This design comes from an exercise in tuning for small area and a short achievable clock period on the open sky130 flow, not from production work.
In this exercise RTL edits were held to simulation tests only and were not proved equivalent to the original.

P:
==> flow/design.v (excerpt) <==
module advanced_hybrid_controller_fixed (
    input wire clk,
    input wire rst_n,
    input wire start,
    output wire done,
    output reg tile_start,
    input wire tile_done,
    output reg imc_mode,
    output wire simultaneous_rows,
    output wire [63:0] row_mask,
    input wire [15:0] zero_ops_skipped,
    input wire [15:0] total_ops_executed,
    input wire [15:0] imc_energy_savings,
    input wire [7:0] computation_snr,
    output wire dram_cmd_valid,
    output wire [1:0] dram_cmd_type,
    output wire [15:0] dram_cmd_addr,
    output wire [15:0] dram_write_data,
    output wire dram_accumulate_en,
    output wire [3:0] dram_bank_activate,
    output wire dram_simultaneous_access,
    output reg [1:0] precision_mode,
    output wire sparsity_optimize_en,
    output reg adaptive_imc_en,
    output wire [7:0] system_efficiency,
    output reg [15:0] total_energy_saved,
    output reg snr_too_low
);
    localparam SNR_THRESHOLD_LOW = 40;
    localparam SNR_THRESHOLD_HIGH = 80;
    localparam [2:0] S_IDLE    = 3'b000,
                     S_LOAD    = 3'b001,
                     S_ANALYZE = 3'b011,
                     S_COMPUTE = 3'b010,
                     S_STORE   = 3'b110,
                     S_ADAPT   = 3'b111,
                     S_DONE0   = 3'b101,    
                     S_DONE    = 3'b100;
    reg [2:0] state;
    reg [3:0] cycle_count;
    reg [15:0] total_skipped;
    reg [15:0] total_executed;
    reg [6:0] average_snr;       
    reg start_prev;
    reg rows_hi, rows_lo;
    reg cmd_type0, acc_en;
    reg [6:0] eff;
    assign done = (state == S_DONE);
    assign simultaneous_rows = rows_hi;
    assign row_mask = {{32{rows_hi}}, {32{rows_lo}}};
    assign dram_cmd_type = {1'b0, cmd_type0};
  ...
Size in the first run: ~120 flip-flops, about 200 I/O pins, about 0.014 mm2 of cells after synthesis.
Settings: LEC_CHECK=0, ABC_AREA=1, CAP_MARGIN=20, CORE_MARGIN=2, CORE_UTILIZATION=80, CTS_BUF_LIST=sky130_fd_sc_hd__clkbuf_8, SLEW_MARGIN=55; clock period 130.0 ns.
standard.sh (not shown) runs the stock make flow with config.mk's settings and CLKGATE_MAP_FILE= SYNTH_SCRIPT=/design/flow/synth_recipe.tcl, a recipe that flattens the netlist after the stock synthesis.
==> flow/flow/run.sh <==
#!/bin/bash
# The standard layout, with three changes:
#  - the port buffers are made from the smallest plain buffer
#    (sky130_fd_sc_hd__buf_1) instead of the delay cell buffer_ports picks on
#    its own; every input and output port still gets its buffer;
#  - the constant outputs share synthesis's single tie cell of each kind
#    instead of getting one tie cell each;
#  - clock tree synthesis adds no dummy loads (the tree is otherwise the
#    standard one: same clustering, clkbuf_8 buffers from config.mk).
set -euo pipefail
export BUFFER_PORTS_ARGS="-buffer_cell sky130_fd_sc_hd__buf_1"
export SKIP_REPAIR_TIE_FANOUT=1
export CTS_ARGS="-sink_clustering_enable -repair_clock_nets -dont_use_dummy_load -buf_list sky130_fd_sc_hd__clkbuf_8"
bash standard.sh > standard_flow.log 2>&1
P: flow completed, timing, DRC and antenna clean
Here is what was changed in the inputs of Q compared with P.
-- flow/config.mk --
<<< P, line 11
export CORE_UTILIZATION = 80
export CTS_BUF_LIST = sky130_fd_sc_hd__clkbuf_8
export SLEW_MARGIN = 55
>>> Q, line 11
export CORE_UTILIZATION = 80
export CTS_BUF_LIST = sky130_fd_sc_hd__clkbuf_8
export SLEW_MARGIN = 20
Findings:
Between Q and P, it is Q whose transition time of the tightest slew-check pin is higher, by 0.47 ns.
Taking P as the reference point, the largest stage delay on the critical path of Q rises by 0.18 ns.
Relative to P, utilization has gone down in Q.
Diff P -> Q | detail-routed via count per cell | decrease of 1.4%
Of Q and P, Q shows the lower layout buffer count excluding clock buffers, with P above it.
Q has post-route clock period utilization above what P had.
P → Q: register-to-register slack shrank by 0.34 ns; synthesis-to-layout area growth now smaller.
Setup changes, Q to R
-- flow/config.mk --
<<< Q, line 11
export CORE_UTILIZATION = 80
export CTS_BUF_LIST = sky130_fd_sc_hd__clkbuf_8
export SLEW_MARGIN = 20
>>> R, line 11
export CORE_UTILIZATION = 80
export CTS_BUF_LIST = sky130_fd_sc_hd__clkbuf_8
export SLEW_MARGIN = 88
## What came out
- R never completed, since it errored out during detailed placement.
- Diff Q..R | simple-gate share of the synthesized area | unchanged
- R -> Q: share of synthesized cell area in full adder, half adder and majority cells delta 0, exact match
- As far as number of instances in the synthesized netlist is concerned, R and Q perform about the same.
Edits applied to the flow inputs when going from R to S:
-- flow/config.mk --
<<< R, line 11
export CORE_UTILIZATION = 80
export CTS_BUF_LIST = sky130_fd_sc_hd__clkbuf_8
export SLEW_MARGIN = 88
>>> S, line 11
export CORE_UTILIZATION = 80
export CTS_BUF_LIST = sky130_fd_sc_hd__clkbuf_8
export SLEW_MARGIN = 75
Results
Overall die height: R vs S identical
As far as post-synthesis compound-gate area fraction goes, R and S are indistinguishable; the numbers are identical.
S -> R: number of enable-type register cells in the synthesized netlist flat
R -> S: final estimated routing congestion in global placement delta 0, exact match
The final reports for S and R show detailed placement HPWL lower in the former.
As far as synthesized cell count goes, S and R are indistinguishable; the numbers are identical.
As far as netlist area before placement goes, R and S are indistinguishable; the numbers are identical.
Diff S..R | die outline width | negligible
The total of flip-flops plus latches after synthesis was comparable across R and S.
As far as per-instance average area after synthesis goes, R and S are indistinguishable; the numbers are identical.
Per the final summary, S finished and its layout is clean on timing, DRC and antenna.
Between R and S, the difference in post-synthesis cell type count is negligible.

========
== pepper ==
advanced_hybrid_controller_fixed, a different RTL version from the one above (not shown whole).
Size in the first run: ~83 flip-flops.
==> flow/config.mk <==
export PLATFORM = sky130hd
export DESIGN_NAME = advanced_hybrid_controller_fixed
export DESIGN_NICKNAME = advanced_hybrid_controller_fixed
export VERILOG_FILES = /design/flow/design.v
export SDC_FILE = /design/flow/constraint.sdc
export NUM_CORES = 4
export LEC_CHECK = 0
export CAP_MARGIN = 20
export CORE_MARGIN = 2
export CORE_UTILIZATION = 40
export SLEW_MARGIN = 20
==> flow/constraint.sdc <==
create_clock -name core_clock -period 130.0 [get_ports {clk}]
set_input_delay 26.0000 -clock core_clock [delete_from_list [all_inputs] [get_ports {clk}]]
set_output_delay 26.0000 -clock core_clock [all_outputs]
set_load 0.01 [all_outputs]
run.sh (not shown) runs the stock make flow with config.mk's settings and CLKGATE_MAP_FILE= SYNTH_SCRIPT=/design/flow/synth_recipe.tcl, a recipe that flattens the netlist after the stock synthesis.
Stock flow here: none of the scripts above is used.
The inputs of indigo differ from those of pepper as listed below.
- CORE_UTILIZATION now 65, was 40
- ABC_AREA now 1, previously not set
Notes after the runs:
pepper → indigo: cell depth of the worst flop-to-flop path shows an increase of 23.
Between pepper and indigo, the total buffers and inverters traversed by the critical path is lower for pepper.
Number of flip-flops and latches came out exactly the same in pepper and indigo.
indigo ended up with simple AND/OR/NAND/NOR gates as its largest family of logic cells by synthesized area; pepper ended up with compound AO/OA/AOI/OAI gates.
Higher number of cell rows among pepper and indigo: pepper

========
RTL: one of the versions met above, not the one the previous note started from.
For scale: roughly 1,700 cells after synthesis, ~120 flip-flops, about 200 I/O pins, roughly 14,000 um^2 of cells after synthesis.
// advanced_hybrid_controller_fixed
module advanced_hybrid_controller_fixed (
    input wire clk,
    input wire rst_n,
    input wire start,
    output wire done,
    output reg tile_start,
    input wire tile_done,
    output reg imc_mode,
    output wire simultaneous_rows,
    output wire [63:0] row_mask,
    input wire [15:0] zero_ops_skipped,
    input wire [15:0] total_ops_executed,
    input wire [15:0] imc_energy_savings,
    input wire [7:0] computation_snr,
    output wire dram_cmd_valid,
    output wire [1:0] dram_cmd_type,
    output wire [15:0] dram_cmd_addr,
    output wire [15:0] dram_write_data,
    output wire dram_accumulate_en,
    output wire [3:0] dram_bank_activate,
    output wire dram_simultaneous_access,
    output reg [1:0] precision_mode,
    output wire sparsity_optimize_en,
    output reg adaptive_imc_en,
    output wire [7:0] system_efficiency,
    output reg [15:0] total_energy_saved,
    output reg snr_too_low
);
    localparam SNR_THRESHOLD_LOW = 40;
    localparam SNR_THRESHOLD_HIGH = 80;
    localparam [2:0] S_IDLE    = 3'b000,
  ...
clock: 130.0 ns
lec_check: 0
abc_area: 1
cap_margin: 20
core_margin: 2
core_utilization: 80
cts_buf_list: sky130_fd_sc_hd__clkbuf_8
slew_margin: 65
standard.sh (not shown) runs the stock make flow with config.mk's settings and CLKGATE_MAP_FILE= SYNTH_SCRIPT=/design/flow/synth_recipe.tcl, a recipe that flattens the netlist after the stock synthesis.
Scripts as last shown in full above: flow/flow/run.sh
Change:
SLEW_MARGIN = 80   (was 65)
Effect:
- The changed run completed with no timing, DRC or antenna violations
- clock skew came out lower by 0.0081 ns
- global-route usage rose by 0.89 points
- fmax rose by 0.70%
- design area is higher by 3.5%
- critical path depth went up by 5
- clock-buffer cell count stays the same
Change:
SLEW_MARGIN = 70   (was 80)
Worst hold slack is about the same.
Sequential share of layout area came out higher by 0.62 points.
Routed wire length came out lower by 4.2%.
Worst setup slack degrades by 0.27 ns.
Critical path depth came out lower by 2.
Cell area came out lower by 2.9%.
Change:
CAP_MARGIN = 60   (was 20)
SLEW_MARGIN = 20   (was 70)
Outcome: The changed run completed with no timing, DRC or antenna violations; final area came out higher slightly; fmax came out lower slightly; routed wire length came out higher slightly; first-iteration DRC count came out lower by a few percent; die area does not change; critical path depth came out lower by 1; core utilization came out higher by 0.54 points; worst setup slack gets worse by 0.27 ns; worst hold slack barely changes.

========
fjord:
Another version of the RTL of advanced_hybrid_controller_fixed (not shown whole).
Size in the first run: roughly 1,700 cells after synthesis, ~120 flip-flops, about 200 I/O pins, roughly 14,000 um2 of cells after synthesis.
clock: 130.0 ns
lec_check: 0
abc_area: 1
cap_margin: 20
core_margin: 2
core_utilization: 85
cts_buf_list: sky130_fd_sc_hd__clkbuf_8
cts_cluster_size: 30
slew_margin: 20
==> flow/flow/run.sh <==
#!/bin/bash
# The standard layout, with the port buffers made from the smallest plain
# buffer (sky130_fd_sc_hd__buf_1) instead of the delay cell buffer_ports
# picks on its own. Every input and output port still gets its buffer.
set -euo pipefail
export BUFFER_PORTS_ARGS="-buffer_cell sky130_fd_sc_hd__buf_1"
bash standard.sh > standard_flow.log 2>&1
The following lists how yarrow was set up differently from fjord:
- CORE_UTILIZATION: 85 -> 90
- CTS_CLUSTER_SIZE: 30 -> unset
[summary]
yarrow: it failed during 5_1_grt, and the tool reported GRT-0232. Going from fjord to yarrow, floorplan row count now smaller; post-detailed-placement cell area comparable; initial core utilization now larger; horizontal extent of the die now smaller. From fjord to yarrow the numbers moved as follows: count of flip-flops with a built-in enable after synthesis shows no meaningful change, height of the chip shows a reduction of about 2.7%, register bit total from synthesis shows no meaningful change, number of cells after detailed placement shows a reduction of about 1.4%.
[inputs] xenon vs yarrow
- changing CORE_UTILIZATION from 90 to 85
==> flow/flow/run.sh <==
#!/bin/bash
# The standard layout, with three changes:
#  - the port buffers are made from the smallest plain buffer
#    (sky130_fd_sc_hd__buf_1) instead of the delay cell buffer_ports picks on
#    its own; every input and output port still gets its buffer;
#  - the constant outputs share synthesis's single tie cell of each kind
#    instead of getting one tie cell each;
#  - clock tree synthesis adds no dummy loads (the tree is otherwise the
#    standard one: same clustering, clkbuf_8 buffers from config.mk).
set -euo pipefail
export BUFFER_PORTS_ARGS="-buffer_cell sky130_fd_sc_hd__buf_1"
export SKIP_REPAIR_TIE_FANOUT=1
export CTS_ARGS="-sink_clustering_enable -repair_clock_nets -dont_use_dummy_load -buf_list sky130_fd_sc_hd__clkbuf_8"
bash standard.sh > standard_flow.log 2>&1
## What came out
In summary, xenon completed successfully, with a layout that passed the timing, DRC and antenna checks. Delta (xenon minus yarrow): number of cells upsized or downsized after cts flat, chip height moved up. Compared with yarrow, xenon shows a number of placement rows that is 1 higher. Comparing xenon with yarrow, the number of cells in the design after placement came out essentially unchanged. Re post-synthesis simple-gate area fraction: no difference whatsoever between xenon and yarrow.
Edits applied to the flow inputs when going from xenon to ember:
- ABC_AREA changed from 1 to 0
- CORE_UTILIZATION changed from 85 to 80
--- outcome ---
- Final core utilization delta for ember relative to xenon: 5.6 points lower
- NOTE cell area after synthesis xenon->ember increased slightly
- In the reports for ember and xenon, the smaller number of logic stages on the critical path including buffering belongs to ember.

-- static timing again, ports no longer ideal --
How much do the figures lean on ideal ports? The routed layouts below were timed once more, with nothing changed but the port constraints.
Step 1: set_driving_cell puts a clkbuf_16 on clk and a buf_2 on each other input, an assumption about the parent block.
Step 2 moves the port delays by t, midway between the first and last clock arrival at a register: inputs arrive t later, outputs are due t later. That takes back most of the time a late clock gives input paths.
a / b / c = ideal ports / drivers / drivers and shift; a / b = the first two.
run	shift t [ns]	slack for setup (ns)	latest minus earliest clock arrival (ns)	worst register clock-pin slew, ns	worst data-port slew with drivers (ns)
P	0.484	95.368 / 95.323 / 95.021	0.045 / 0.045	0.09 / 0.09	0.04
Q	0.476	94.893 / 94.849 / 94.680	0.043 / 0.042	0.08 / 0.08	0.04
S	0.478	95.886 / 95.900 / 95.429	0.044 / 0.045	0.09 / 0.09	0.04
pepper	0.381	82.334 / 82.341 / 81.960	0.008 / 0.009	0.06 / 0.06	0.07
indigo	0.385	85.730 / 85.753 / 85.368	0.009 / 0.009	0.07 / 0.07	0.06
the first run of note 3	0.487	95.607 / 95.565 / 95.155	0.042 / 0.043	0.09 / 0.09	0.04
the second run of note 3	0.494	95.845 / 95.869 / 95.375	0.037 / 0.036	0.09 / 0.09	0.05
the third run of note 3	0.477	95.577 / 95.599 / 95.122	0.045 / 0.045	0.09 / 0.09	0.05
the fourth run of note 3	0.483	95.307 / 95.263 / 95.175	0.045 / 0.044	0.09 / 0.09	0.04
fjord	0.504	94.880 / 94.836 / 94.757	0.023 / 0.023	0.10 / 0.10	0.05
xenon	0.480	94.915 / 94.873 / 94.879	0.039 / 0.039	0.09 / 0.09	0.05
ember	0.483	93.562 / 93.517 / 94.000	0.037 / 0.037	0.09 / 0.09	0.05
After both steps every run listed still meets setup and hold. For the second run of note 3, which loses most, drivers alone change the setup slack by +0.024 ns; drivers and shift together by -0.470 ns.
